This design comes from an exercise in tuning for small area, a short achievable clock period and few clock cycles per item on the open sky130 flow, not from production work. RTL that was checked went through simulation tests only; none was proved equivalent to the original. No functional check of the RTL was part of runs 2 to 7.

[design/flow/run.sh]
#!/bin/bash
# synth_recipe.tcl (not shown) runs the flow's synth.tcl, then flattens the netlist and writes it again
# the make line also repeats each setting of config.mk as NAME=value (left out here)
make -C /OpenROAD-flow-scripts/flow DESIGN_CONFIG=/design/flow/config.mk WORK_HOME=/design/flow/orfs CLKGATE_MAP_FILE= SYNTH_SCRIPT=/design/flow/synth_recipe.tcl finish
[design/flow/config.mk]
export PLATFORM = sky130hd
export DESIGN_NAME = seq_multiplier
export DESIGN_NICKNAME = seq_multiplier
export VERILOG_FILES = /design/flow/design.v
export SDC_FILE = /design/flow/constraint.sdc
export NUM_CORES = 4
export LEC_CHECK = 0
export CAP_MARGIN = 20
export CORE_MARGIN = 2
export CORE_UTILIZATION = 40
export SLEW_MARGIN = 20
[design/flow/constraint.sdc]
create_clock -name core_clock -period 4.5 [get_ports {clk}]
set_input_delay 0.9000 -clock core_clock [delete_from_list [all_inputs] [get_ports {clk}]]
set_output_delay 0.9000 -clock core_clock [all_outputs]
set_load 0.01 [all_outputs]
[design/flow/design.v]
module seq_multiplier #(parameter N = 32) (
    input  logic clk, rst_n, start,
    input  logic [N-1:0] a, b,
    output logic [(2*N)-1:0] prod,
    output logic ready
);
    logic [(2*N)-1:0] multiplicand;
    logic [N-1:0] multiplier;
    logic [$clog2(N):0] count;
    always_ff @(posedge clk or negedge rst_n) begin
        if (!rst_n) begin
            prod <= '0; ready <= 0; count <= '0;
        end else if (start) begin
            multiplicand <= { {N{1'b0}}, a };
            multiplier <= b;
            prod <= '0;
            count <= N;
            ready <= 0;
        end else if (count > 0) begin
            if (multiplier[0]) prod <= prod + multiplicand;
            multiplicand <= multiplicand << 1;
            multiplier <= multiplier >> 1;
            count <= count - 1;
        end else begin
            ready <= 1;
        end
    end
endmodule
==> metrics.csv, run 1 <==
metric;value;unit
cts_tree;built;
via_per_inst;5.53;
worst_pin_slew;0.996;ns
grt.total_usage;0.195;
clk_path_buf_depth;2;
r2r-end;prod[60]$_DFFE_PN0P_;
cp-start-kind;register;
fin_crit;3.85;ns
core_area;0.0261;mm^2
grt_pass1_vias;8309;
synth_xor_area_frac;0.0429;
fin_skew;0.0177;ns
wire_per_inst;17.8;um
ys_seq_elements;167;
cap_viol_max_count;0;
vias;8273;
synth_edf_count;96;
clock_sinks;167;
ys_types;78;
end_kind;register;
std_cell_rows;59;
layout-drive-gt1-share;0.113;
grt_pass1_wl;44000;um
critical_path_class;register to register;
yosysMostFrequentCell;nand2_1;
place_area;0.0121;mm^2
period_share;0.855;
chipWidth;167;um
drc;0;
required;4.81;ns
io_buffers;131;
initial_core_util;0.407;
cts_buffers;17;
syn_avg_cell_area;10.1;um^2
gp_congestion;0.867;
synth_top_family_by_area;compound AO/OA/AOI/OAI gates;
final_core_util;0.487;
synthMuxAreaShare;0.0658;
antenna_found_initial;1;
maxSlewViolCount;0;
syn_inst;1050;
async_reset_ff_frac;0.425;
pin_count;132;
instances_no_fill;1497;
max_slew_margin;0.336;
syn2layout_area_growth;19.5;%
synth_fa_ha_area_frac;0.0773;
fin_tns_setup;0;ns
fin_nets;1281;
post_cts_buffers;0;
dpl.cell_count;1465;
synthFlopType;edfxtp_1;
synth_compound_gate_area_share;0.183;
n_fill_cell;2458;
syn-cell-area;0.0106;mm^2
die_area;0.0279;mm^2
rsz0062_at_grt;no;
setup_viol;0;
synthTopCellsByCount;nand2_1 (134), a21oi_1 (126), edfxtp_1 (96);
clkTransAtPathRegs;0.08;ns
root_buffer;clkbuf_16;
grt_max_degree;83;
drtPass1Iterations;5;
dp_hpwl;19000;um
synth.top_cell.area_share;0.272;
htreeDepth;4;
ys_warn_count;1;
synth-simple-area-share;0.152;
synth_fp_nets;1182;
drt-initial-drc-count;755;
r2r_cells;13;
hold_class;input port to asynchronous set/reset pin;
cp.arrival;4.16;ns
reg2reg_slack;0.65;ns
synth_seq_area_share;0.439;
routed_wl;26600;um
path_max_fanout;3;
ant_nets;0;
clock_latency;0.45;ns
ctsResizeCount;0;
die_h;167;um
status;finished clean;
hold_violations;0;
holdBufCountCts;0;
yosys.area.top_type;edfxtp_1;
ys_top_cells_by_area;edfxtp_1 (27%), dfrtp_1 (17%), ha_1 (7.5%), mux2_2 (6.6%), a21oi_1 (5.9%);
crit-reg2reg-launch;prod[0]$_DFFE_PN0P_;
final_area;0.0127;mm^2
diodes;0;
fmax;260;MHz
gr-total-overflow;0;
-- logic make-up (layout without fill, tap and decap cells) --
family                     Yosys count  in the layout
xor gates and xnor gates            52             52
DFF                                167            167
adders and majority gates           65             65
AOI/OAI and AO/OA                  293            293
muxes                               62             62
and+or+nand+nor                    333            333
buffers and inverters               78            190
-- worst max path at each step --
stage	from	to	slack (ns)	cells after the start
floorplan	count[0]$_DFFE_PN0P_	multiplicand[0]$_SDFFCE_PN0P_	0.76	7
global placement	prod[0]$_DFFE_PN0P_	prod[60]$_DFFE_PN0P_	0.87	13
detailed placement	prod[0]$_DFFE_PN0P_	prod[60]$_DFFE_PN0P_	0.74	13
CTS	prod[0]$_DFFE_PN0P_	prod[60]$_DFFE_PN0P_	0.64	13
global route	prod[0]$_DFFE_PN0P_	prod[60]$_DFFE_PN0P_	0.39	13
finish	prod[0]$_DFFE_PN0P_	prod[60]$_DFFE_PN0P_	0.65	13
-- layout make-up --
| cell class | count | area, um^2 | share of cell area |
|---|---|---|---|
| multi-input cells | 805 | 5550 | 0.437 |
| repair buffers | 138 | 1360 | 0.107 |
| inverters | 20 | 75.1 | 0.00592 |
| clock inverters | 15 | 199 | 0.0157 |
| clock buffers | 17 | 425 | 0.0335 |
| flip-flops and latches | 167 | 4660 | 0.367 |
| well taps | 335 | 419 | 0.0330 |
-- metrics by stage --
stage / hold WS (ns) / setup slack, ns
floorplan: 0.496 / 0.761
global placement: 0.503 / 0.869
finish: 0.384 / 0.653
CTS: 0.402 / 0.642
global route: 0.415 / 0.395
detailed placement: 0.514 / 0.736
-- routing by layer --
layer	global-route usage	part of all wire
met1	0.274	0.48
met3	0.0385	0.047
met5	0	0.00049
met2	0.305	0.45
met4	0.0555	0.021
-- registers in the layout (all words and copies together) (netlist names) --
signal,count
multiplicand,64
prod,64
multiplier,32
count,6
ready,1
-- cells in the final DEF, fill, tap and decap left out, types with 34 or more instances in the layout --
master           count
nor2b_1             36
o21ai_0             37
dfrtp_1             71
a21o_1              34
a21oi_1            126
clkdlybuf4s50_1    129
ha_1                64
mux2_2              62
nor2_1              59
nand2_1            133
edfxtp_1            96
-- worst max-delay path, stage by stage, from the launching register on --
cell       delay (ns)
dfrtp_1          0.39
ha_1             0.19
inv_1            0.06
fa_1             0.38
and2b_1          0.26
o2111ai_2        0.18
a311oi_1         0.44
o21ai_1          0.18
a2111oi_4        0.43
o21ai_2          0.17
o31ai_4          0.32
a21oi_1          0.14
and4b_1          0.23
or3_1            0.35
Testbench counts, summed over its fixed seeds: cycles 81,600, items 2,400.
==> run 2: changes to the inputs <==
==> design/flow/design.v (replaced) <==
module seq_multiplier #(parameter N = 32) (
    input  logic clk, rst_n, start,
    input  logic [N-1:0] a, b,
    output logic [(2*N)-1:0] prod,
    output logic ready
);
    localparam int K  = 4;             
    localparam int ND = N / K;         
    localparam int IW = $clog2(ND);    
    logic [N-1:0]     mcand;           
    logic [N-1:0]     mplier;          
    logic [2*N-1:0]   acc;
    logic [IW-1:0]    idx;             
    logic             busy;
    logic [IW:0] nda, ndb;
    always_comb begin
        nda = '0;
        ndb = '0;
        for (int i = 0; i < ND; i++) begin
            if (|a[i*K +: K]) nda = (IW+1)'(i + 1);
            if (|b[i*K +: K]) ndb = (IW+1)'(i + 1);
        end
    end
    logic        swap;
    logic [IW:0] nd;
    assign swap = ndb > nda;
    assign nd   = swap ? nda : ndb;
    logic [K-1:0] dig;
    assign dig = mplier[idx*K +: K];
    always_ff @(posedge clk or negedge rst_n) begin
        if (!rst_n) begin
            busy  <= 1'b0;
            ready <= 1'b0;
        end else if (start) begin
            busy  <= nd != 0;
            ready <= nd == 0;
        end else if (busy && idx == 0) begin
            busy  <= 1'b0;
            ready <= 1'b1;
        end
    end
    always_ff @(posedge clk) begin
        if (start) begin
            mcand  <= swap ? b : a;
            mplier <= swap ? a : b;
            acc    <= '0;
            idx    <= IW'(nd - 1);
        end else if (busy) begin
            acc <= (acc << K) + mcand * dig;
            idx <= idx - 1'b1;
        end
    end
    assign prod = acc;
endmodule
==> run 2 against run 1 <==
The layout now fails its checks (setup timing); flip-flop and latch count decreased by 34; worst setup slack worse by 1.5 ns; first-iteration DRC count fell by 6.6%; cell count increased by 37%; non-clock buffer count rose by 168; clock skew is 0.0065 ns lower; area after synthesis rose by 12%; design area up 26%; critical path depth is 5 higher.
==> metrics.csv, run 2 <==
metric;value;unit
yosys.area.top_type;edfxtp_1;
clock_latency;0.43;ns
multi_input_area;0.00827;mm^2
wire_per_inst;16.2;um
clock_sinks;133;
final_common_cell;nand2_1;
cp_num_buf_inv;3;
syn-cell-area;0.0119;mm^2
clkTransAtPathRegs;0.06;ns
initial_core_util;0.405;
n_fill_cell;2690;
grt_max_degree;63;
setup_viol;54;
die_h;177;um
fin_skew;0.0112;ns
hold_class;register to register;
instances_no_fill;2046;
cp-start-kind;register;
final_area;0.0160;mm^2
drt-initial-drc-count;705;
required;4.81;ns
maxSlewViolCount;0;
status;finished with violations;
synth_fp_nets;1596;
synthTopCellsByCount;nand2_1 (254), inv_1 (157), nor2b_1 (127);
core_area;0.0295;mm^2
r2r_cells;18;
async_reset_ff_frac;0.0150;
gr-total-overflow;0;
layout-drive-gt1-share;0.189;
cp_slowest_cell;fa_1;
critPathTopFamily;adder cells;
drtPass1Iterations;7;
fmax;187;MHz
fin_nets;1850;
cap_viol_max_count;0;
fin_ws;-0.849;ns
synthFlopType;edfxtp_1;
ys_top_cells_by_area;edfxtp_1 (17%), fa_1 (15%), dfxtp_1 (11%), nand2_1 (8.0%), nor2b_1 (6.7%);
cpPeakStageDelay;0.54;ns
grt_pass1_wl;53600;um
end_kind;register;
fin_tns_setup;-33.78;ns
root_buffer;clkbuf_16;
routed_wl;33100;um
rsz0062_at_grt;yes;
dpl.cell_count;2001;
syn_inst;1389;
syn_avg_cell_area;8.59;um^2
max_slew_margin;0.492;
grt_pass1_vias;10270;
preCtsSetupSlack;-0.987;ns
antenna_found_initial;0;
drc;0;
period_share;1.19;
vias;10590;
grt.total_usage;0.217;
crit_top_cell;fa_1;
ys_seq_elements;133;
cp.arrival;5.66;ns
synth_seq_area_share;0.280;
reg_top3;acc: 64 flops, mcand: 32 flops, mplier: 32 flops;
critical_path_class;register to register;
path_max_fanout;9;
std_cell_rows;63;
gp_congestion;0.926;
pin_count;132;
synth.top_cell.area_share;0.169;
holdBufCountCts;0;
die_area;0.0312;mm^2
synth_edf_count;67;
cts_buffers;17;
io_buffers;131;
regArea;0.00334;mm^2
worst_pin_slew;0.762;ns
ant_nets;0;
diodes;0;
final_cell_mix;nand2_1 (253), buf_4 (162), inv_1 (153), clkdlybuf4s50_1 (130), nor2b_1 (125);
worstPathCellList;buf_6, mux4_2, mux2i_4, buf_12, nor2b_1, fa_1, fa_1, inv_1, fa_1, fa_2, nand2b_4, a21o_1, a211oi_4, a311oi_4, o311ai_4, nor2_2, o2111a_1, a221o_1;
regMostFlops;acc;
fin_crit;5.35;ns
ys_types;84;
so_faults;setup timing;
syn2layout_area_growth;34.2;%
place_area;0.0150;mm^2
clk_path_buf_depth;2;
hold_path_depth;2;
cp.depth;18;
largest_reg_flops;64;
via_per_inst;5.18;
htreeDepth;4;
dp_hpwl;26000;um
cts_tree;built;
yosysMostFrequentCell;nand2_1;
ys_warn_count;1;
hold_violations;0;
chipWidth;177;um
[run 2: cell count changes after synthesis, moves of 32 or more]
cell | before | now
dfxtp_1 | 0 | 64
a21oi_1 | 126 | 51
nor2b_1 | 36 | 127
nand2_1 | 134 | 254
fa_1 | 1 | 91
dfrtp_1 | 71 | 2
inv_1 | 20 | 157
mux2i_1 | 0 | 32
mux2_2 | 62 | 0
[run 2: area by class of cell]
type	instances	share of cell area
multi-input cells	1028	0.517
flip-flops and latches	133	0.209
repair buffers	306	0.171
inverters	157	0.0368
well taps	390	0.0305
clock buffers	17	0.0266
clock inverters	15	0.00977
[run 2: worst register-to-register path, cell delays in order (launching register included)]
cell,delay [ns]
edfxtp_1,0.35
buf_6,0.15
mux4_2,0.53
mux2i_4,0.18
buf_12,0.15
nor2b_1,0.06
fa_1,0.50
fa_1,0.54
inv_1,0.05
fa_1,0.48
fa_2,0.38
nand2b_4,0.15
a21o_1,0.22
a211oi_4,0.29
a311oi_4,0.17
o311ai_4,0.41
nor2_2,0.10
o2111a_1,0.25
a221o_1,0.25
[run 2: worst paths after layout]
check | slack (ns) | endpoint | start
setup / recovery | -0.85 | acc[33]$_SDFFE_PP0P_ | idx[0]$_DFFE_PP_
hold / removal | 0.49 | acc[4]$_SDFFE_PP0P_ | acc[4]$_SDFFE_PP0P_
setup reg to reg | -0.85 | acc[33]$_SDFFE_PP0P_ | idx[0]$_DFFE_PP_
hold reg to reg | 0.49 | acc[4]$_SDFFE_PP0P_ | acc[4]$_SDFFE_PP0P_
max in group asynchronous | 3.74 | busy$_DFFE_PN0P_ | rst_n
min in group asynchronous | 0.63 | ready$_DFFE_PN0P_ | rst_n
[run 2: kinds of logic (layout without fill, tap and decap cells)]
family / Yosys count / in the layout / synth area share
muxes: 40 / 40 / 0.0419
AOI/OAI and AO/OA: 213 / 213 / 0.125
and+or+nand+nor: 606 / 606 / 0.252
xor gates and xnor gates: 29 / 29 / 0.0213
adders and majority gates: 140 / 140 / 0.204
buffers and inverters: 228 / 495 / 0.0747
DFF: 133 / 133 / 0.280
[run 2: per-layer routing]
metal,up-vias,track usage,part of all wire
met4,0,0.0654,0.019
met3,43,0.0288,0.051
met5,-,0,0
met1,5016,0.319,0.49
met2,340,0.333,0.44
li1,5191,-,-
[run 2: what timing repair did]
item / 4_1_cts / 5_1_grt
gates resized for setup: 50 / 20
pin swaps: 23 / 7
endpoints found under the setup margin: 56 / 56
buffers inserted: 11 / 2
[run 2: per-stage QoR]
step | util | hold WS (ns)
finish | 0.543 | 0.494
global route | 0.543 | 0.526
CTS | 0.539 | 0.496
detailed placement | 0.508 | 0.492
global placement | 0.508 | 0.479
floorplan | - | 0.500
==> run 3: changes to the inputs <==
==> design/flow/design.v (replaced) <==
module seq_multiplier #(parameter N = 32) (
    input  logic clk, rst_n, start,
    input  logic [N-1:0] a, b,
    output logic [(2*N)-1:0] prod,
    output logic ready
);
    localparam int K  = 2;             
    localparam int ND = N / K;         
    localparam int IW = $clog2(ND);    
    logic [N-1:0]     mcand;           
    logic [N-1:0]     mplier;          
    logic [2*N-1:0]   acc;
    logic [K-1:0]     dig;             
    logic [IW-1:0]    idx;             
    logic             busy;
    logic [IW:0] nda, ndb;
    always_comb begin
        nda = '0;
        ndb = '0;
        for (int i = 0; i < ND; i++) begin
            if (|a[i*K +: K]) nda = (IW+1)'(i + 1);
            if (|b[i*K +: K]) ndb = (IW+1)'(i + 1);
        end
    end
    logic          swap;
    logic [IW:0]   nd;
    logic [N-1:0]  ld_mcand, ld_mplier;
    assign swap      = ndb > nda;
    assign nd        = swap ? nda : ndb;
    assign ld_mcand  = swap ? b : a;
    assign ld_mplier = swap ? a : b;
    logic [K-1:0] ld_dig;
    always_comb begin
        ld_dig = '0;
        for (int i = 0; i < ND; i++)
            if (nd == (IW+1)'(i + 1)) ld_dig = ld_mplier[i*K +: K];
    end
    logic [N+K-1:0]   win;
    logic [N+K:0]     wsum;
    logic [N-K-1:0]   up, up_inc;
    assign win    = mcand * dig;
    assign wsum   = {1'b0, acc[N-1:0], {K{1'b0}}} + {1'b0, win};
    assign up     = acc[2*N-K-1:N];
    assign up_inc = up + 1'b1;
    logic [2*N-1:0] nxt;
    assign nxt = {wsum[N+K] ? up_inc : up, wsum[N+K-1:0]};
    always_ff @(posedge clk or negedge rst_n) begin
        if (!rst_n) begin
            busy  <= 1'b0;
            ready <= 1'b0;
        end else if (start) begin
            busy  <= nd != 0;
            ready <= nd == 0;
        end else if (busy && idx == 0) begin
            busy  <= 1'b0;
            ready <= 1'b1;
        end
    end
    always_ff @(posedge clk) begin
        if (start) begin
            mcand  <= ld_mcand;
            mplier <= ld_mplier;
            acc    <= '0;
            dig    <= ld_dig;
            idx    <= IW'(nd - 1);
        end else if (busy) begin
            acc    <= nxt;
            dig    <= mplier[(idx - 1'b1)*K +: K];
            idx    <= idx - 1'b1;
        end
    end
    assign prod = acc;
endmodule
==> run 3 against run 2 <==
Still fails the layout checks on setup timing; flip-flop and latch count grew 3; area after synthesis fell by 16%; non-clock buffer count is 11 lower.
==> metrics.csv, run 3 <==
metric;value;unit
ys_top_cells_by_area;edfxtp_1 (21%), dfxtp_1 (13%), mux2_2 (7.3%), fa_1 (6.2%), ha_1 (5.3%);
synthFlopType;edfxtp_1;
syn-cell-area;0.00998;mm^2
routed_wl;28800;um
status;finished with violations;
largest_reg_flops;64;
dpl.cell_count;1628;
final_core_util;0.571;
final_common_cell;buf_4;
cts_tree;built;
grt_pass1_vias;8648;
yosysMostFrequentCell;inv_1;
path_max_fanout;11;
layout-drive-gt1-share;0.251;
n_fill_cell;2149;
antenna_found_initial;0;
fin_nets;1486;
fmax;220;MHz
cap_viol_max_count;0;
instances_no_fill;1683;
drt-initial-drc-count;716;
crit-reg2reg-launch;dig[1]$_DFFE_PP_;
reg_top3;acc: 64 flops, mcand: 32 flops, mplier: 32 flops;
ys_seq_elements;136;
diodes;0;
syn2layout_area_growth;39.5;%
end_kind;register;
cpPeakStageDelay;0.52;ns
fin_tns_setup;-0.101;ns
cp.arrival;4.70;ns
htreeDepth;4;
fin_ws;-0.0548;ns
gp_congestion;0.926;
fin_skew;0.00918;ns
preCtsSetupSlack;-0.717;ns
synth.top_cell.area_share;0.211;
gr-total-overflow;0;
so_faults;setup timing;
worstPathCellList;clkdlybuf4s50_1, or4_4, o21ai_0, o21ai_1, nand2_2, ha_4, nand2b_4, a21oi_2, o31ai_4, buf_12, buf_12, mux2_2, a211oi_2, a211oi_1, or4_1, o21ai_1, o22ai_1;
core_area;0.0244;mm^2
maxSlewViolCount;0;
via_per_inst;5.28;
clkTransAtPathRegs;0.06;ns
pin_count;132;
yosys.area.top_type;edfxtp_1;
reg2reg_slack;0.31;ns
std_cell_rows;57;
holdBufCountCts;0;
synth_seq_area_share;0.344;
r2r-end;acc[31]$_SDFFE_PP0P_;
regMostFlops;acc;
synth_fp_nets;1216;
setup_viol;2;
drc;0;
chipWidth;162;um
hold_class;register to register;
die_h;162;um
final_cell_mix;buf_4 (154), inv_1 (113), nand2_1 (104), clkdlybuf4s50_1 (102), nor2_1 (94);
clk_path_buf_depth;2;
syn_inst;1076;
initial_core_util;0.409;
rsz0062_at_grt;yes;
root_buffer;clkbuf_16;
ant_nets;0;
ys_types;73;
vias;8885;
fin_crit;4.55;ns
crit_start;a[18];
regArea;0.00343;mm^2
hold_violations;0;
multi_input_area;0.00630;mm^2
synth_edf_count;70;
async_reset_ff_frac;0.0147;
grt_max_degree;69;
r2r_cells;15;
required;4.65;ns
clock_sinks;136;
drtPass1Iterations;5;
syn_avg_cell_area;9.27;um^2
dp_hpwl;21800;um
endpoint;dig[0]$_DFFE_PP_;
max_slew_margin;0.438;
synthTopCellsByCount;inv_1 (115), nand2_1 (106), nor2_1 (97);
cp_slowest_cell;or4_4;
io_buffers;131;
min_from;acc[0]$_SDFFE_PP0P_;
critical_path_class;input port to register;
period_share;1.01;
clock_latency;0.42;ns
critPathTopFamily;compound AO/OA/AOI/OAI gates;
worst_pin_slew;0.844;ns
grt.total_usage;0.218;
grt_pass1_wl;45200;um
die_area;0.0262;mm^2
cts_buffers;17;
cp-start-kind;input port;
wire_per_inst;17.1;um
ys_warn_count;1;
cp.depth;17;
cp_num_buf_inv;3;
run 3: cell types whose count changed after synthesis, sizes merged, moves of 27 or more:
| cell | before | now |
|---|---|---|
| nand2 | 255 | 106 |
| nor2b | 127 | 9 |
| mux2 | 0 | 66 |
| fa | 91 | 31 |
| inv | 157 | 115 |
| a211oi | 6 | 37 |
| nor2 | 69 | 97 |
| nand3 | 44 | 17 |
run 3: cell families (layout without fill, tap and decap cells):
group,Yosys count,after routing,share of synthesized area
buf+inv,161,443,0.0623
simple gates,339,339,0.162
mux,101,102,0.121
flops,136,136,0.344
xor+xnor,52,52,0.0456
compound gates,214,214,0.150
fa+ha+maj,73,73,0.115
run 3: metrics by stage:
stage / area [um^2] / hold slack (ns)
finish: 13900 / 0.474
global placement: 12600 / 0.465
global route: 13900 / 0.493
floorplan: 9990 / 0.488
detailed placement: 12600 / 0.464
CTS: 13600 / 0.474
run 3: repair_timing:
item,in CTS,in global routing
endpoints found under the hold margin,0,0
resized for setup,49,62
setup endpoints to repair,5,23
pin swaps,19,17
gates cloned,1,1
buffers inserted,15,8
run 3: worst min-delay path by stage:
stage | to | slack (ns) | cells after the start
finish | acc[0]$_SDFFE_PP0P_ | 0.47 | 2
global placement | acc[0]$_SDFFE_PP0P_ | 0.47 | 2
global route | acc[0]$_SDFFE_PP0P_ | 0.49 | 2
CTS | acc[0]$_SDFFE_PP0P_ | 0.47 | 2
floorplan | acc[0]$_SDFFE_PP0P_ | 0.49 | 2
detailed placement | acc[0]$_SDFFE_PP0P_ | 0.46 | 2
run 3: worst reg2reg max path: cells and delay by family (launching register included):
family,cells,cell delay (ns)
AO/OA/AOI/OAI,8,1.92
adder cells (fa/ha/maj),2,0.86
AND/OR/NAND/NOR,3,0.70
flip-flops,1,0.37
buffers and inverters,2,0.25
run 3: area by class of cell:
cell class                 count  share of cell area
tap                          324              0.0291
clock inverter                10             0.00719
clock buffer                  22              0.0379
multi-input combinational    780               0.453
timing repair buffer         295               0.195
sequential                   136               0.247
inverter                     116              0.0313
run 3: layer usage:
metal,vias up,global-route usage,wire (um)
li1,4393,-,-
met5,-,0,0
met4,0,0.0748,796
met2,243,0.360,13500
met3,44,0.0373,1300
met1,4205,0.289,13200
==> run 4: changes to the inputs <==
--- a/design/flow/design.v
+++ b/design/flow/design.v
@@ -4,7 +4,7 @@
     output logic [(2*N)-1:0] prod,
     output logic ready
 );
-    localparam int K  = 2;             
+    localparam int K  = 4;             
     localparam int ND = N / K;         
     localparam int IW = $clog2(ND);    
     logic [N-1:0]     mcand;           
==> run 4 against run 3 <==
Still fails the layout checks on setup timing; worst setup slack worse by 0.39 ns; critical path depth unchanged; global-route usage up 0.85 points; critical path type is now register to register; largest cell class unchanged.
==> metrics.csv, run 4 <==
metric;value;unit
status;finished with violations;
so_faults;setup timing;
required;4.84;ns
synth_seq_area_share;0.305;
die_area;0.0298;mm^2
clock_sinks;137;
yosys.area.top_type;edfxtp_1;
instances_no_fill;1893;
syn_inst;1168;
vias;10062;
cts_tree;built;
gr-total-overflow;0;
drc;0;
hold-path-endpoint;acc[62]$_SDFFE_PP0P_;
drt-initial-drc-count;819;
final_area;0.0161;mm^2
clkTransAtPathRegs;0.06;ns
place_area;0.0150;mm^2
syn-cell-area;0.0114;mm^2
clock_latency;0.44;ns
largest_reg_flops;64;
grt_max_degree;46;
core_area;0.0279;mm^2
root_buffer;clkbuf_16;
grt.total_usage;0.226;
drtPass1Iterations;5;
htreeDepth;4;
crit-reg2reg-launch;dig[3]$_DFFE_PP_;
worst_pin_slew;0.854;ns
cap_viol_max_count;0;
synth_edf_count;71;
rsz0062_at_grt;yes;
fin_ws;-0.442;ns
crit_top_cell;fa_1;
maxSlewViolCount;0;
dpl.cell_count;1848;
chipWidth;173;um
yosysMostFrequentCell;nand2_1;
synthTopCellsByCount;nand2_1 (142), inv_1 (99), fa_1 (91);
final_cell_mix;buf_4 (215), nand2_1 (130), clkdlybuf4s50_1 (128), inv_1 (95), fa_1 (82);
pin_count;132;
dp_hpwl;25900;um
wire_per_inst;17.8;um
via_per_inst;5.32;
reg_top3;acc: 64 flops, mcand: 32 flops, mplier: 32 flops;
max_slew_margin;0.429;
fin_skew;0.0214;ns
initial_core_util;0.408;
cts_buffers;17;
std_cell_rows;61;
ys_seq_elements;137;
die_h;173;um
hold_path_depth;2;
fmax;202;MHz
min_from;acc[62]$_SDFFE_PP0P_;
antenna_found_initial;0;
period_share;1.10;
fin_tns_setup;-9.71;ns
grt_pass1_vias;10060;
ys_types;70;
regMostFlops;acc;
async_reset_ff_frac;0.0146;
syn2layout_area_growth;41.9;%
worstPathCellList;buf_12, buf_8, and2_4, fa_1, fa_1, fa_1, ha_4, a21o_1, a21o_1, a21oi_2, and2_4, or3b_4, a31oi_4, buf_12, o211ai_4, or3_1, a311oi_2;
syn_avg_cell_area;9.73;um^2
path_max_fanout;13;
setup_viol;29;
r2r-end;acc[54]$_SDFFE_PP0P_;
end_kind;register;
cp_slowest_cell;fa_1;
ys_warn_count;1;
gp_congestion;0.855;
critical_path_class;register to register;
r2r_cells;17;
routed_wl;33700;um
fin_crit;4.94;ns
hold_violations;0;
layout-drive-gt1-share;0.299;
ant_nets;0;
final_common_cell;buf_4;
cp-start-kind;register;
synth_fp_nets;1377;
cp.arrival;5.29;ns
reg2reg_slack;-0.44;ns
io_buffers;131;
cpPeakStageDelay;0.56;ns
hold_class;register to register;
clk_path_buf_depth;2;
fin_nets;1711;
synth.top_cell.area_share;0.188;
grt_pass1_wl;53800;um
synthFlopType;edfxtp_1;
ys_top_cells_by_area;edfxtp_1 (19%), fa_1 (16%), dfxtp_1 (11%), mux2_2 (6.6%), ha_1 (5.6%);
whs;0.486;ns
diodes;0;
holdBufCountCts;0;
run 4: layout make-up:
type	count	area [um^2]
multi-input combinational	880	7950
tap	378	473
fill	2396	11700
inverter	99	372
clock inverter	13	118
timing repair buffer	367	3300
sequential	137	3460
clock buffer	19	444
run 4: kinds of logic after synthesis:
| logic type | share of synthesized area |
|---|---|
| fa+ha+maj | 0.216 |
| compound gates | 0.118 |
| xor+xnor | 0.0239 |
| buf+inv | 0.0519 |
| mux | 0.112 |
| simple gates | 0.172 |
| flops | 0.305 |
run 4: worst max-delay path by stage:
stage | cells after the start | start | slack, ns | to
floorplan | 17 | dig[3]$_DFFE_PP_ | -0.16 | acc[61]$_SDFFE_PP0P_
global placement | 16 | b[16] | -0.74 | dig[1]$_DFFE_PP_
detailed placement | 16 | a[8] | -0.66 | dig[1]$_DFFE_PP_
CTS | 20 | dig[3]$_DFFE_PP_ | -0.42 | acc[50]$_SDFFE_PP0P_
global route | 19 | dig[3]$_DFFE_PP_ | -0.60 | acc[50]$_SDFFE_PP0P_
finish | 17 | dig[3]$_DFFE_PP_ | -0.44 | acc[54]$_SDFFE_PP0P_
run 4: timing repair:
item | CTS | global route
gates resized for setup | 39 | 59
endpoints found under the hold margin | 0 | 0
cloned | 2 | 2
buffers inserted | 5 | 4
endpoints found under the setup margin | 37 | 48
pin swaps | 11 | 28
run 4: critical path: cells and delay by family (launching register included):
kind | cells | cell delay [ns]
adder cells (fa/ha/maj) | 4 | 1.78
buffers and inverters | 3 | 0.46
flip-flops | 1 | 0.45
AND/OR/NAND/NOR | 4 | 1.05
AO/OA/AOI/OAI | 6 | 1.12
run 4: routing by layer:
metal	vias up	track usage	part of all wire	wire, um
met1	4927	0.324	0.48	16100
met5	-	0	0	0
met2	275	0.362	0.46	15400
li1	4824	-	-	-
met3	36	0.0297	0.047	1580
met4	0	0.0598	0.016	553
run 4: per-stage QoR:
| stage | util | setup WS (ns) |
|---|---|---|
| finish | 0.579 | -0.442 |
| global route | 0.579 | -0.604 |
| CTS | 0.566 | -0.416 |
| detailed placement | 0.539 | -0.655 |
| global placement | 0.539 | -0.741 |
| floorplan | - | -0.164 |
==> run 5: changes to the inputs <==
==> design/flow/design.v (replaced) <==
module seq_multiplier #(parameter N = 32) (
    input  logic clk, rst_n, start,
    input  logic [N-1:0] a, b,
    output logic [(2*N)-1:0] prod,
    output logic ready
);
    logic [63:0] r;
    logic [31:0] mcand;
    logic [2:0]  top;        
    logic [2:0]  cnt;        
    logic        busy;
    logic        one0, two0, neg0, one1, two1, neg1;
    logic [3:0] nda, ndb;    
    logic [3:0] tna, tnb;    
    logic       tla, tlb;    
    always_comb begin
        nda = '0; ndb = '0;
        tna = '0; tnb = '0;
        tla = 1'b0; tlb = 1'b0;
        for (int i = 0; i < 8; i++) begin
            if (|a[i*4 +: 4]) begin
                nda = 4'(i + 1);
                tna = a[i*4 +: 4];
                tla = (i == 0) ? 1'b0 : a[i*4 - 1];
            end
            if (|b[i*4 +: 4]) begin
                ndb = 4'(i + 1);
                tnb = b[i*4 +: 4];
                tlb = (i == 0) ? 1'b0 : b[i*4 - 1];
            end
        end
    end
    logic        swap;
    logic [3:0]  nd;
    logic [3:0]  tn;
    logic        tl;
    logic [31:0] ld_mcand, ld_mpl;
    assign swap     = ndb > nda;
    assign nd       = swap ? nda : ndb;
    assign tn       = swap ? tna : tnb;
    assign tl       = swap ? tla : tlb;
    assign ld_mcand = swap ? b : a;
    assign ld_mpl   = swap ? a : b;
    logic [3:0] en;
    logic       el;
    logic [5:0] enc;
    assign en  = start ? tn : nn;
    assign el  = start ? tl : nl;
    assign enc = {en[2] ^ en[1],
                  (en[3] & ~en[2] & ~en[1]) | (~en[3] & en[2] & en[1]),
                  en[3],
                  en[0] ^ el,
                  (en[1] & ~en[0] & ~el) | (~en[1] & en[0] & el),
                  en[1]};
    logic [3:0] nn;
    logic       nl;
    always_comb begin
        nn = '0;
        nl = 1'b0;
        for (int i = 1; i < 8; i++)
            if (top == 3'(i)) begin
                nn = r[28 + 4*i +: 4];
                nl = r[27 + 4*i];
            end
        if (cnt == 3'd1) nl = 1'b0;
    end
    logic [33:0] row0, row1;
    always_comb begin
        for (int k = 0; k < 33; k++) begin
            row0[k] = ((one0 & (k < 32 ? mcand[k] : 1'b0)) |
                       (two0 & (k > 0 ? mcand[k-1] : 1'b0))) ^ neg0;
            row1[k] = ((one1 & (k < 32 ? mcand[k] : 1'b0)) |
                       (two1 & (k > 0 ? mcand[k-1] : 1'b0))) ^ neg1;
        end
        row0[33] = neg0;
        row1[33] = neg1;
    end
    logic [37:0] u0, u1, u2, cs_s, cs_c;
    assign u0 = {{4{neg0}}, row0};
    assign u1 = {{2{neg1}}, row1, 1'b0, neg0};
    assign u2 = {2'b0, r[31:0], 1'b0, neg1, 2'b0};
    assign cs_s = u0 ^ u1 ^ u2;
    assign cs_c = ((u0 & u1) | (u0 & u2) | (u1 & u2)) << 1;
    logic [37:0] w;
    assign w = cs_s + cs_c;
    logic [31:0] hm;
    always_comb begin
        hm = r[63:32];
        for (int i = 0; i < 8; i++)
            if (top == 3'(i)) hm[4*i +: 4] = 4'b0;
    end
    logic [27:0] up, up_inc, up_dec, up_nxt;
    assign up     = hm[27:0];
    assign up_inc = up + 1'b1;
    assign up_dec = up - 1'b1;
    assign up_nxt = (w[37:36] == 2'b01) ? up_inc :
                    (w[37]            ) ? up_dec : up;
    always_ff @(posedge clk or negedge rst_n) begin
        if (!rst_n) begin
            busy  <= 1'b0;
            ready <= 1'b0;
        end else if (start) begin
            busy  <= nd != 0;
            ready <= nd == 0;
        end else if (busy && cnt == 0) begin
            busy  <= 1'b0;
            ready <= 1'b1;
        end
    end
    always_ff @(posedge clk) begin
        if (start) begin
            mcand <= ld_mcand;
            r     <= {ld_mpl, ld_mcand & {32{tn[3]}}};
            top   <= 3'(nd - 1'b1);
            cnt   <= 3'(nd - 1'b1);
            {one1, two1, neg1, one0, two0, neg0} <= enc;
        end else if (busy) begin
            r     <= {up_nxt, w[35:0]};
            cnt   <= cnt - 1'b1;
            {one1, two1, neg1, one0, two0, neg0} <= enc;
        end
    end
    assign prod = r;
endmodule
==> run 5 against run 4 <==
The layout still fails its checks (setup timing); cell count grew 12%; clock skew shrank 0.0027 ns; wire length grew 40%; via count grew 27%; design area grew 4.1%; critical endpoint is now r[61]$_DFFE_PP_; non-clock buffer count grew 46; global-route usage grew 7.0 points; first-iteration DRC count grew 62%; utilization shrank 1.4 points.
==> metrics.csv, run 5 <==
metric;value;unit
status;finished with violations;
so_faults;setup timing;
cts_tree;built;
initial_core_util;0.407;
fin_skew;0.0187;ns
ant_nets;0;
maxSlewViolCount;0;
cpPeakStageDelay;0.52;ns
rsz0062_at_grt;yes;
cp_slowest_cell;fa_1;
dp_hpwl;36700;um
diodes;0;
reg_top3;r: 64 flops, mcand: 32 flops;
wire_per_inst;22.3;um
max_slew_margin;0.350;
core_area;0.0297;mm^2
via_per_inst;6.01;
yosysMostFrequentCell;inv_1;
synthFlopType;edfxtp_1;
htreeDepth;3;
critPathTopFamily;compound AO/OA/AOI/OAI gates;
fin_ws;-0.0825;ns
ys_top_cells_by_area;edfxtp_1 (27%), xnor2_1 (6.7%), fa_1 (5.5%), ha_1 (5.1%), mux2_2 (4.7%);
required;4.62;ns
drt-initial-drc-count;1323;
fin_nets;1876;
pin_count;132;
hold_violations;0;
holdBufCountCts;0;
chipWidth;178;um
period_share;1.02;
synthTopCellsByCount;inv_1 (122), nand2_1 (109), edfxtp_1 (108);
whs;0.550;ns
cp-start-kind;register;
syn2layout_area_growth;38.9;%
final_common_cell;buf_4;
clock_latency;0.37;ns
clk_path_buf_depth;2;
clock_sinks;110;
critical_path_class;register to register;
layout-drive-gt1-share;0.269;
multi_input_area;0.00862;mm^2
drtPass1Iterations;7;
cts_buffers;9;
preCtsSetupSlack;-0.323;ns
gr-total-overflow;0;
cap_viol_max_count;0;
die_area;0.0316;mm^2
setup_viol;10;
cp_num_buf_inv;5;
clkTransAtPathRegs;0.08;ns
fin_crit;4.58;ns
grt_max_degree;102;
largest_reg_flops;64;
syn-cell-area;0.0121;mm^2
fin_tns_setup;-0.355;ns
grt.total_usage;0.296;
syn_inst;1387;
final_core_util;0.565;
cp.arrival;4.70;ns
ys_warn_count;1;
io_buffers;131;
regArea;0.00329;mm^2
grt_pass1_vias;12493;
ys_types;87;
antenna_found_initial;0;
syn_avg_cell_area;8.72;um^2
path_max_fanout;18;
yosys.area.top_type;edfxtp_1;
fmax;218;MHz
synth_seq_area_share;0.272;
end_kind;register;
vias;12748;
drc;0;
routed_wl;47200;um
synth_edf_count;108;
worstPathCellList;buf_12, a22oi_1, xnor2_1, fa_1, inv_1, ha_1, buf_4, nand2_1, o211ai_1, a41o_1, a41o_1, o2111a_2, buf_4, o311a_4, buf_6, a2111o_1, o221a_2;
std_cell_rows;63;
hold_class;register to register;
worst_pin_slew;0.976;ns
synth.top_cell.area_share;0.268;
async_reset_ff_frac;0.0182;
n_fill_cell;2642;
ys_seq_elements;110;
grt_pass1_wl;72100;um
regMostFlops;r;
die_h;178;um
final_cell_mix;buf_4 (260), clkdlybuf4s50_1 (130), inv_1 (120), nand2_1 (108), edfxtp_1 (108);
root_buffer;clkbuf_16;
reg2reg_slack;-0.08;ns
synth_fp_nets;1536;
gp_congestion;0.963;
run 5: changes by cell type in the layout (fill, tap and decap cells not counted), sizes merged, moves of 33 or more:
cell and delta:
a22oi +63, a21oi +45, edfxtp +37, and2 -39, dfxtp -64, xnor2 +72, nand2 -33, buf +48
fa -58
run 5: logic make-up (layout without fill, tap and decap cells):
kind of cell,Yosys count,in the layout,synth area share
and+or+nand+nor,354,354,0.143
xor gates and xnor gates,107,107,0.0787
buffers and inverters,209,553,0.0667
AOI/OAI and AO/OA,446,446,0.263
DFF,110,110,0.272
adders and majority gates,82,82,0.105
muxes,79,79,0.0707
run 5: timing repair:
action / CTS / global route
endpoints found under the hold margin: 0 / 0
resized for setup: 44 / 69
pin swaps: 23 / 20
endpoints found under the setup margin: 21 / 53
setup buffers: 6 / 4
run 5: final cells by class:
type / instances / area share
clock inverters: 6 / 0.00335
repair buffers: 413 / 0.216
flip-flops and latches: 110 / 0.196
inverters: 125 / 0.0282
well taps: 390 / 0.0291
clock buffers: 9 / 0.0134
multi-input cells: 1068 / 0.513
run 5: path summary, 6_finish.rpt:
| kind | from | end | cells past startpoint |
|---|---|---|---|
| max in group asynchronous | rst_n | busy$_DFFE_PN0P_ | 1 |
| setup reg to reg | one0$_DFFE_PP_ | r[61]$_DFFE_PP_ | 17 |
| min in group asynchronous | rst_n | ready$_DFFE_PN0P_ | 1 |
| hold reg to reg | ready$_DFFE_PN0P_ | ready$_DFFE_PN0P_ | 2 |
| hold / removal | ready$_DFFE_PN0P_ | ready$_DFFE_PN0P_ | 2 |
| setup / recovery | one0$_DFFE_PP_ | r[61]$_DFFE_PP_ | 17 |
run 5: layer usage:
metal	part of all wire	GRT usage	routed length, um
met1	0.43	0.402	20100
met2	0.48	0.499	22500
met3	0.067	0.0291	3160
met4	0.030	0.0861	1430
met5	0	0	0
run 5: worst reg2reg max path, delay by kind of cell, from the launching register on:
kind / cells / cell delay (ns)
AND/OR/NAND/NOR: 1 / 0.11
AO/OA/AOI/OAI: 8 / 2.19
adder cells (fa/ha/maj): 2 / 0.80
buffers and inverters: 5 / 0.71
XOR/XNOR: 1 / 0.13
flip-flops: 1 / 0.42
run 5: stage by stage:
stage          cells  instance area (um^2)
2_1_floorplan   1387                 12100
3_5_place_dp    2096                 15800
6_report        2121                 16800
4_1_cts         2117                 16400
5_1_grt         2121                 16800
3_3_place_gp    2096                 15800
==> run 6: changes to the inputs <==
--- a/design/flow/config.mk
+++ b/design/flow/config.mk
@@ -8,4 +8,5 @@
 export CAP_MARGIN = 20
 export CORE_MARGIN = 2
 export CORE_UTILIZATION = 40
+export GPL_TIMING_DRIVEN = 0
 export SLEW_MARGIN = 20
==> run 6 against run 5 <==
Still fails the layout checks on setup timing; fmax is 1.7% lower; area after synthesis is the same; clock skew grew 0.0051 ns; global-route usage rose by 2.3 points; worst hold slack lost 0.023 ns; critical endpoint is now r[50]$_DFFE_PP_; largest cell class unchanged.
==> metrics.csv, run 6 <==
metric;value;unit
status;finished with violations;
so_faults;setup timing;
largest_reg_flops;64;
grt.total_usage;0.319;
synth_seq_area_share;0.272;
chipWidth;178;um
diodes;0;
fin_ws;-0.160;ns
async_reset_ff_frac;0.0182;
synth_fp_nets;1536;
synth_edf_count;108;
regMostFlops;r;
synthFlopType;edfxtp_1;
synth.top_cell.area_share;0.268;
cp.arrival;4.76;ns
grt_pass1_wl;75200;um
worst_pin_slew;1.25;ns
clock_latency;0.39;ns
gp_congestion;0.991;
cts_tree;built;
pin_count;132;
holdBufCountCts;0;
period_share;1.04;
grt_pass1_vias;12590;
yosysMostFrequentCell;inv_1;
yosys.area.top_type;edfxtp_1;
layout-drive-gt1-share;0.249;
fin_skew;0.0238;ns
die_area;0.0316;mm^2
dp_hpwl;37000;um
ant_nets;0;
max_slew_margin;0.168;
final_cell_mix;inv_1 (113), edfxtp_1 (108), clkdlybuf4s50_1 (107), nand2_1 (104);
clk_path_buf_depth;2;
die_h;178;um
drt-initial-drc-count;1090;
ys_seq_elements;110;
syn2layout_area_growth;38.6;%
syn-cell-area;0.0121;mm^2
io_buffers;131;
drc;0;
cp-start-kind;register;
grt_max_degree;40;
std_cell_rows;63;
final_common_cell;inv_1;
ys_types;87;
clock_sinks;110;
routed_wl;52000;um
reg_top3;r: 64 flops, mcand: 32 flops;
via_per_inst;6.37;
setup_viol;19;
vias;12770;
cts_buffers;9;
wire_per_inst;25.9;um
rsz0062_at_grt;yes;
fmax;215;MHz
clkTransAtPathRegs;0.09;ns
cap_viol_max_count;0;
n_fill_cell;2644;
synthTopCellsByCount;inv_1 (122), nand2_1 (109), edfxtp_1 (108);
syn_inst;1387;
end_kind;register;
core_area;0.0297;mm^2
ys_warn_count;1;
syn_avg_cell_area;8.72;um^2
hold_class;register to register;
fin_tns_setup;-1.83;ns
drtPass1Iterations;8;
critical_path_class;register to register;
initial_core_util;0.407;
fin_nets;1759;
maxSlewViolCount;0;
hold_violations;0;
antenna_found_initial;0;
fin_crit;4.66;ns
path_max_fanout;10;
required;4.60;ns
root_buffer;clkbuf_16;
gr-total-overflow;0;
ys_top_cells_by_area;edfxtp_1 (27%), xnor2_1 (6.7%), fa_1 (5.5%), ha_1 (5.1%), mux2_2 (4.7%);
htreeDepth;3;
==> run 6: cell count changes in the layout (fill, tap and decap cells not counted), sizes merged <==
| cell | before | now |
|---|---|---|
| clkbuf | 9 | 63 |
| dlymetal6s2s | 0 | 12 |
| dlygate4sd2 | 0 | 11 |
| buf | 283 | 112 |
| clkinvlp | 1 | 2 |
| inv | 127 | 126 |
| bufbuf | 0 | 1 |
| clkdlybuf4s50 | 130 | 107 |
==> run 6: area by class of cell <==
type                       instances  area [um^2]  share of cell area
multi-input combinational       1068         9360               0.559
sequential                       110         3290               0.197
timing repair buffer             225         2230               0.133
buffer                            71          616              0.0367
inverter                         125          494              0.0295
tap                              390          488              0.0291
clock buffer                      10          229              0.0137
clock inverter                     6         45.0             0.00269
==> run 6: what timing repair did <==
item	in CTS	in global routing
gates cloned	5	4
pin swaps	53	70
endpoints found under the setup margin	110	67
resized for setup	248	136
buffers inserted	53	32
==> run 6: worst paths after layout <==
check / start / endpoint / slack [ns] / depth (start not counted)
min: ready$_DFFE_PN0P_ / ready$_DFFE_PN0P_ / 0.53 / 2
min reg2reg: ready$_DFFE_PN0P_ / ready$_DFFE_PN0P_ / 0.53 / 2
min in group asynchronous: rst_n / ready$_DFFE_PN0P_ / 0.67 / 1
max: two1$_DFFE_PP_ / r[50]$_DFFE_PP_ / -0.16 / 16
max in group asynchronous: rst_n / busy$_DFFE_PN0P_ / 3.71 / 1
max reg2reg: two1$_DFFE_PP_ / r[50]$_DFFE_PP_ / -0.16 / 16
==> run 6: through the flow <==
stage           util  hold WS [ns]  cell area, um^2  setup WS (ns)  cells
4_1_cts        0.532         0.536            15800        -0.0911   1972
2_1_floorplan      -         0.504            12100       -0.00203   1387
3_5_place_dp   0.470         0.515            14000          -1.88   1910
5_1_grt        0.564         0.554            16800         -0.367   2005
3_3_place_gp   0.469         0.511            13900          -1.89   1908
6_report       0.564         0.527            16800         -0.160   2005
==> run 6: worst max-delay path, cell delays in order (launching register included) <==
cell and delay [ns]:
edfxtp_1 0.53, buf_8 0.22, a22oi_2 0.20, xnor2_2 0.09, fa_1 0.47, inv_1 0.07, ha_4 0.29, nand4_1 0.25
nor2_2 0.24, a32oi_4 0.16, a2111oi_4 0.43, o2111a_2 0.35, o311ai_4 0.20, buf_6 0.19, or3_4 0.37, a211oi_2 0.24
a211oi_2 0.07
==> run 6: routing by layer <==
metal / GRT usage / vias to the layer above / share of wire
met2: 0.546 / 725 / 0.48
li1: - / 5628 / -
met1: 0.391 / 6199 / 0.38
met5: 0 / - / 0
met3: 0.0416 / 218 / 0.075
met4: 0.166 / 0 / 0.066
==> run 6: cells by family after synthesis <==
kind of cell,share of synthesized area
mux,0.0707
compound gates,0.263
simple gates,0.143
fa+ha+maj,0.105
xor+xnor,0.0787
flops,0.272
buf+inv,0.0667
==> run 7: changes to the inputs <==
==> design/flow/flow/run.sh (new file) <==
#!/bin/bash
# The standard layout, with the port buffers made of the smallest buffer
# cell instead of the default delay buffer.
set -euo pipefail
export BUFFER_PORTS_ARGS="-buffer_cell sky130_fd_sc_hd__buf_1"
bash standard.sh > standard_flow.log 2>&1
==> design/flow/standard.sh (new file) <==
#!/bin/bash
# synth_recipe.tcl (not shown) runs the flow's synth.tcl, then flattens the netlist and writes it again
# the make line also repeats each setting of config.mk as NAME=value (left out here)
make -C /OpenROAD-flow-scripts/flow DESIGN_CONFIG=/design/flow/config.mk WORK_HOME=/design/flow/orfs CLKGATE_MAP_FILE= SYNTH_SCRIPT=/design/flow/synth_recipe.tcl "${@:-finish}"
removed: design/flow/run.sh
==> run 7 against run 6 <==
The layout still fails its checks (setup timing); wire length fell by 0.65%; worst hold slack got worse by 0.22 ns; synthesized cell count did not move; sequential share of layout area rose by 1.7 points; area after synthesis did not move.
==> metrics.csv, run 7 <==
metric;value;unit
root_buffer;clkbuf_16;
regMostFlops;r;
clk_path_buf_depth;2;
clock_latency;0.38;ns
routed_wl;51600;um
preCtsSetupSlack;-1.42;ns
synth_seq_area_share;0.272;
final_common_cell;buf_1;
end_kind;register;
ys_seq_elements;110;
cpPeakStageDelay;0.55;ns
synthFlopType;edfxtp_1;
grt_pass1_vias;12332;
yosysMostFrequentCell;inv_1;
maxSlewViolCount;0;
fin_crit;4.75;ns
crit_top_cell;buf_6;
cp_num_buf_inv;5;
max_slew_margin;0.227;
drc;0;
gp_congestion;0.937;
synth_edf_count;108;
cp.arrival;4.96;ns
async_reset_ff_frac;0.0182;
cts_tree;built;
cp-start-kind;register;
dp_hpwl;37900;um
path_max_fanout;5;
ant_nets;0;
fin_skew;0.0176;ns
so_faults;setup timing;
layout-drive-gt1-share;0.216;
syn-cell-area;0.0121;mm^2
gr-total-overflow;0;
required;4.71;ns
clkTransAtPathRegs;0.08;ns
diodes;0;
clock_sinks;110;
reg_top3;r: 64 flops, mcand: 32 flops;
cap_viol_max_count;0;
die_area;0.0316;mm^2
holdBufCountCts;0;
critPathTopFamily;compound AO/OA/AOI/OAI gates;
setup_viol;22;
wire_per_inst;26.0;um
grt_pass1_wl;75000;um
final_cell_mix;buf_1 (138), inv_1 (116), edfxtp_1 (108), nand2_1 (103), xnor2_1 (85);
ys_top_cells_by_area;edfxtp_1 (27%), xnor2_1 (6.7%), fa_1 (5.5%), ha_1 (5.1%), mux2_2 (4.7%);
pin_count;132;
initial_core_util;0.407;
final_area;0.0154;mm^2
largest_reg_flops;64;
period_share;1.05;
syn_inst;1387;
grt_max_degree;44;
htreeDepth;3;
worstPathCellList;buf_6, clkbuf_16, a22oi_2, xnor2_2, fa_1, inv_2, ha_4, a21o_1, a211o_1, o211ai_1, o2111ai_4, buf_6, o21ai_4, o311ai_4, buf_4, or4_4, o2111a_1, a211oi_2;
whs;0.308;ns
rsz0062_at_grt;yes;
synth.top_cell.area_share;0.268;
drt-initial-drc-count;1174;
place_area;0.0132;mm^2
die_h;178;um
fmax;211;MHz
vias;12452;
io_buffers;131;
core_area;0.0297;mm^2
cts_buffers;9;
std_cell_rows;63;
synth_fp_nets;1536;
chipWidth;178;um
via_per_inst;6.27;
drtPass1Iterations;7;
ys_warn_count;1;
hold_class;input port to asynchronous set/reset pin;
worst_pin_slew;1.16;ns
synthTopCellsByCount;inv_1 (122), nand2_1 (109), edfxtp_1 (108);
grt.total_usage;0.322;
status;finished with violations;
fin_nets;1742;
hold_violations;0;
fin_tns_setup;-2.34;ns
cp_slowest_cell;fa_1;
fin_ws;-0.247;ns
critical_path_class;register to register;
ys_types;87;
syn_avg_cell_area;8.72;um^2
yosys.area.top_type;edfxtp_1;
syn2layout_area_growth;27.3;%
antenna_found_initial;0;
-- run 7: cell counts after synthesis --
No cell type changed its count.
-- run 7: worst paths after layout --
path / depth (start not counted) / endpoint / slack, ns / start
worst max-delay path: 18 / r[50]$_DFFE_PP_ / -0.25 / one0$_DFFE_PP_
min in group core_clock: 2 / ready$_DFFE_PN0P_ / 0.54 / ready$_DFFE_PN0P_
worst min register to register: 2 / ready$_DFFE_PN0P_ / 0.54 / ready$_DFFE_PN0P_
worst min-delay path: 1 / busy$_DFFE_PN0P_ / 0.31 / rst_n
max in group asynchronous: 1 / ready$_DFFE_PN0P_ / 4.06 / rst_n
worst max register to register: 18 / r[50]$_DFFE_PP_ / -0.25 / one0$_DFFE_PP_
-- run 7: layer usage --
metal  routed length [um]  global-route usage  up-vias  share of wire
met4                 2760               0.160        0          0.053
met3                 3510              0.0405      153          0.068
met2                25000               0.556      590           0.48
met5                    0                   0        -              0
li1                     -                   -     5591              -
met1                20400               0.394     6118           0.39
-- run 7: area by class of cell --
class                           instances  area [um^2]
Fill cell                            2790        14300
Multi-Input combinational cell       1068         9080
Sequential cell                       110         3290
Timing Repair Buffer                  208         1220
Buffer                                 71          544
Inverter                              125          489
Tap cell                              390          488
Clock buffer                            9          225
Clock inverter                          4         51.3
-- run 7: cell families (layout without fill, tap and decap cells) --
family	after synthesis	in the layout	share of synthesized area
muxes	79	79	0.0707
and+or+nand+nor	354	354	0.143
DFF	110	110	0.272
AOI/OAI and AO/OA	446	446	0.263
xor gates and xnor gates	107	107	0.0787
adders and majority gates	82	82	0.105
buffers and inverters	209	417	0.0667
-- run 7: metrics by stage --
| step | util | cells |
|---|---|---|
| after floorplan | - | 1387 |
| after global placement | 0.441 | 1908 |
| after detailed placement | 0.443 | 1910 |
| after CTS | 0.499 | 1962 |
| after global routing | 0.518 | 1985 |
| final | 0.518 | 1985 |
-- run 7: what timing repair did --
| item | in CTS | in global routing |
|---|---|---|
| gates cloned | 7 | 1 |
| pin swaps | 36 | 44 |
| setup endpoints to repair | 100 | 61 |
| buffers inserted | 43 | 25 |
| gates resized for setup | 215 | 75 |

## what the ideal ports hide
The flow's constraints put no driver on any port. The routed layouts listed below were extracted and timed again, unchanged, in two steps. Step 1 assumes that a clkbuf_16 drives the clock port and a buf_2 every other input. Step 2 also shifts input and output timing later by t, the mid clock arrival at the registers, as if the neighbouring blocks saw the same clock. Three values: ideal, step 1, step 2; two values: the first two.
run	t, ns	slack for setup (ns)	worst setup path at the end	worst register clock-pin slew, ns
run 1	0.488	0.653 / 0.653 / 0.653	register to register	0.09 / 0.09
run 2	0.476	-0.849 / -0.849 / -0.849	register to register	0.06 / 0.06
run 3	0.461	-0.055 / -0.031 / -0.491	input to register	0.06 / 0.06
run 4	0.481	-0.442 / -0.442 / -0.442	register to register	0.07 / 0.07
run 5	0.407	-0.082 / -0.082 / -0.217	input to register	0.09 / 0.09
run 6	0.427	-0.160 / -0.160 / -0.381	input to register	0.10 / 0.10
run 7	0.427	-0.247 / -0.247 / -0.307	input to register	0.08 / 0.08
The setup slack of run 3, which loses most, moves by +0.024 ns with the drivers and by -0.436 ns with both steps.
